Context: an optimization exercise on an open-source flow, tuned for small area, a short achievable clock period and few clock cycles per item. The choices shown serve that exercise and are no tape-out recipe. Power and IR drop assume default switching activity.

==> flow/design.v <==
module SME(clk,reset,chardata,isstring,ispattern,valid,match,match_index);
input clk;
input reset;
input [7:0] chardata;
input isstring;
input ispattern;
output reg match;
output reg [4:0] match_index;
output reg valid;
reg [6:0] s [0:31];    
reg [5:0] len;         
reg       ps;          
reg       pp;          
reg       pc;          
reg [31:0] d;          
reg [2:0] blm1;        
wire [6:0] c = chardata[6:0];
wire is_dot    = (c == 7'h2E);
wire is_caret  = (c == 7'h5E);
wire is_dollar = (c == 7'h24);
integer k;
reg [31:0] eq, sp, lenis, mask, startok, endok, prev, dnext;
always @(*) begin
	for (k = 0; k < 32; k = k + 1) begin
		eq[k] = (s[k] == c);
		sp[k] = !(s[k][6] | (|s[k][4:0]));
		lenis[k] = (len[4:0] == k);
		mask[k] = (len > k);
	end
	startok[0] = 1'b1;
	for (k = 1; k < 32; k = k + 1) startok[k] = sp[k-1];
	for (k = 0; k < 31; k = k + 1) endok[k] = sp[k+1] | lenis[k+1];
	endok[31] = 1'b1;
	prev = (pp ? {d[30:0], pc} : 32'hFFFFFFFF) & mask;
	dnext = (prev & (eq | {32{is_dot}})) | ({32{is_dollar}} & d & endok) |
	        ({32{is_caret && !pp}} & sp);
end
reg [2:0] tb [0:7];
reg [7:0] bb;
reg [3:0] anyg, selg;
reg [7:0] grp, oh;
reg [2:0] lo;
reg       br;
reg [1:0] g;
reg [4:0] idx;
integer j;
always @(*) begin
	for (j = 0; j < 8; j = j + 1) begin
		tb[j] = j - blm1;
		bb[j] = (j < blm1);
	end
	for (k = 0; k < 4; k = k + 1)
		anyg[k] = |d[8*k +: 8];
	selg[0] = anyg[0];
	selg[1] = !anyg[0] && anyg[1];
	selg[2] = !anyg[0] && !anyg[1] && anyg[2];
	selg[3] = !anyg[0] && !anyg[1] && !anyg[2];
	g = {selg[2] | selg[3], selg[1] | selg[3]};
	grp = ({8{selg[0]}} & d[7:0]) | ({8{selg[1]}} & d[15:8]) |
	      ({8{selg[2]}} & d[23:16]) | ({8{selg[3]}} & d[31:24]);
	for (j = 0; j < 8; j = j + 1)
		oh[j] = grp[j] && !(|(grp & ((8'd1 << j) - 8'd1)));
	lo = 3'd0;
	br = 1'b0;
	for (j = 0; j < 8; j = j + 1) begin
		lo = lo | ({3{oh[j]}} & tb[j]);
		br = br | (oh[j] & bb[j]);
	end
	idx = {g - {1'b0, br}, lo};
end
always @(posedge clk) begin
	if (isstring)
		for (k = 0; k < 32; k = k + 1)
			if ((ps ? lenis[k] : (k == 0)))
				s[k] <= c;
	d <= dnext;
	if (!is_dollar)
		blm1 <= (!pp || pc) ? 3'd0 : blm1 + 3'd1;
	match <= pp && !ispattern && (|anyg);    
	match_index <= idx;
end
always @(posedge clk) begin
	if (isstring)
		len <= (ps ? len : 6'd0) + 6'd1;
	pc <= ispattern && !pp && is_caret;
end
always @(posedge clk or posedge reset) begin
	if (reset) begin
		ps <= 1'b0;
		pp <= 1'b0;
		valid <= 1'b0;
	end else begin
		ps <= isstring;
		pp <= ispattern;
		valid <= pp && !ispattern;
	end
end
endmodule
==> flow/config.mk <==
export PLATFORM = sky130hd
export DESIGN_NAME = SME
export DESIGN_NICKNAME = SME
export VERILOG_FILES = /design/flow/design.v
export SDC_FILE = /design/flow/constraint.sdc
export NUM_CORES = 4
export LEC_CHECK = 0
export CAP_MARGIN = 10
export CORE_MARGIN = 2
export CORE_UTILIZATION = 40
export CTS_BUF_LIST = sky130_fd_sc_hd__clkbuf_8
export SETUP_SLACK_MARGIN = 3.0
export SLEW_MARGIN = 10
==> flow/constraint.sdc <==
create_clock -name core_clock -period 5.0 [get_ports {clk}]
set_input_delay 1.0000 -clock core_clock [delete_from_list [all_inputs] [get_ports {clk}]]
set_output_delay 1.0000 -clock core_clock [all_outputs]
set_load 0.01 [all_outputs]
standard.sh (not shown) runs the stock make flow with config.mk's settings and CLKGATE_MAP_FILE= SYNTH_SCRIPT=/design/flow/synth_recipe.tcl, a recipe that flattens the netlist after the stock synthesis.
==> flow/flow/run.sh <==
#!/bin/bash
set -euo pipefail
cp config.mk my_config.mk
cat >> my_config.mk <<'EOC'
export CTS_ARGS = -sink_clustering_enable -repair_clock_nets -dont_use_dummy_load -sink_clustering_size 16 -sink_clustering_max_diameter 50 -buf_list {sky130_fd_sc_hd__clkbuf_8}
EOC
sed "s#DESIGN_CONFIG=[^ ]*#DESIGN_CONFIG=$PWD/my_config.mk#" standard.sh > my_standard.sh
bash my_standard.sh > standard.log 2>&1
Edit:
--- a/flow/design.v
+++ b/flow/design.v
@@ -38,10 +38,9 @@
 reg [2:0] tb [0:7];
 reg [7:0] bb;
 reg [3:0] anyg, selg;
-reg [7:0] grp, oh;
-reg [2:0] lo;
-reg       br;
-reg [1:0] g;
+reg [7:0] oh;
+reg [2:0] lo [0:3];
+reg [3:0] br;
 reg [4:0] idx;
 integer j;
 always @(*) begin
@@ -49,24 +48,27 @@
 		tb[j] = j - blm1;
 		bb[j] = (j < blm1);
 	end
-	for (k = 0; k < 4; k = k + 1)
+	for (k = 0; k < 4; k = k + 1) begin
 		anyg[k] = |d[8*k +: 8];
+		for (j = 0; j < 8; j = j + 1)
+			oh[j] = d[8*k + j] && !(|(d[8*k +: 8] & ((8'd1 << j) - 8'd1)));
+		lo[k] = 3'd0;
+		br[k] = 1'b0;
+		for (j = 0; j < 8; j = j + 1) begin
+			lo[k] = lo[k] | ({3{oh[j]}} & tb[j]);
+			br[k] = br[k] | (oh[j] & bb[j]);
+		end
+	end
 	selg[0] = anyg[0];
 	selg[1] = !anyg[0] && anyg[1];
 	selg[2] = !anyg[0] && !anyg[1] && anyg[2];
 	selg[3] = !anyg[0] && !anyg[1] && !anyg[2];
-	g = {selg[2] | selg[3], selg[1] | selg[3]};
-	grp = ({8{selg[0]}} & d[7:0]) | ({8{selg[1]}} & d[15:8]) |
-	      ({8{selg[2]}} & d[23:16]) | ({8{selg[3]}} & d[31:24]);
-	for (j = 0; j < 8; j = j + 1)
-		oh[j] = grp[j] && !(|(grp & ((8'd1 << j) - 8'd1)));
-	lo = 3'd0;
-	br = 1'b0;
-	for (j = 0; j < 8; j = j + 1) begin
-		lo = lo | ({3{oh[j]}} & tb[j]);
-		br = br | (oh[j] & bb[j]);
-	end
-	idx = {g - {1'b0, br}, lo};
+	idx[2:0] = ({3{selg[0]}} & lo[0]) | ({3{selg[1]}} & lo[1]) |
+	           ({3{selg[2]}} & lo[2]) | ({3{selg[3]}} & lo[3]);
+	idx[4:3] = ({2{selg[0]}} & (br[0] ? 2'd3 : 2'd0)) |
+	           ({2{selg[1]}} & (br[1] ? 2'd0 : 2'd1)) |
+	           ({2{selg[2]}} & (br[2] ? 2'd1 : 2'd2)) |
+	           ({2{selg[3]}} & (br[3] ? 2'd2 : 2'd3));
 end
 always @(posedge clk) begin
 	if (isstring)
@@ -79,19 +81,19 @@
 	match <= pp && !ispattern && (|anyg);    
 	match_index <= idx;
 end
-always @(posedge clk) begin
-	if (isstring)
-		len <= (ps ? len : 6'd0) + 6'd1;
-	pc <= ispattern && !pp && is_caret;
-end
 always @(posedge clk or posedge reset) begin
 	if (reset) begin
+		len <= 6'd0;
 		ps <= 1'b0;
 		pp <= 1'b0;
+		pc <= 1'b0;
 		valid <= 1'b0;
 	end else begin
 		ps <= isstring;
 		pp <= ispattern;
+		if (isstring)
+			len <= (ps ? len : 6'd0) + 6'd1;
+		pc <= ispattern && !pp && is_caret;
 		valid <= pp && !ispattern;
 	end
 end
=>
- final cell count rises by 4.9%
- sequential share of layout area goes down by 0.17 points
- area after synthesis came out higher by 4.8%
- die area rose by 4.7%
- via count grows by 7.5%
- final area decreases by 0.37%
- total power grows by 0.82%
- register-to-register slack improved by 200 ps
- count of clock-buffer cells in the layout drops by 2
- clock skew goes up by 9.5 ps
No run of this note included a check of the RTL's function; only the layout flow was run.

-- re-timing with driven ports --
The flow's constraints put no driver on any port. The routed layouts listed below were extracted and timed again, unchanged, in two steps.
Step 1 (the two cells are an assumption about what drives the block):
set clk [get_ports {clk}]
set_driving_cell -lib_cell sky130_fd_sc_hd__clkbuf_16 $clk
set_driving_cell -lib_cell sky130_fd_sc_hd__buf_2 [delete_from_list [all_inputs] $clk]
Step 2 moves the port delays by t, midway between the first and last clock arrival at a register: inputs arrive t later, outputs are due t later. That takes back most of the time a late clock gives input paths.
Three values: ideal, step 1, step 2; two values: the first two.
run	shift t [ns]	slack for setup (ns)	clock arrival spread, ns	worst data-port slew with drivers (ns)
the first run	0.624	2.808 / 2.808 / 2.315	0.072 / 0.072	0.25
the second run	0.604	2.911 / 2.866 / 2.340	0.082 / 0.082	0.25
After both steps setup and hold are still met in every run listed. The setup slack of the second run, which loses most, moves by -0.045 ns with the drivers and by -0.571 ns with both steps.
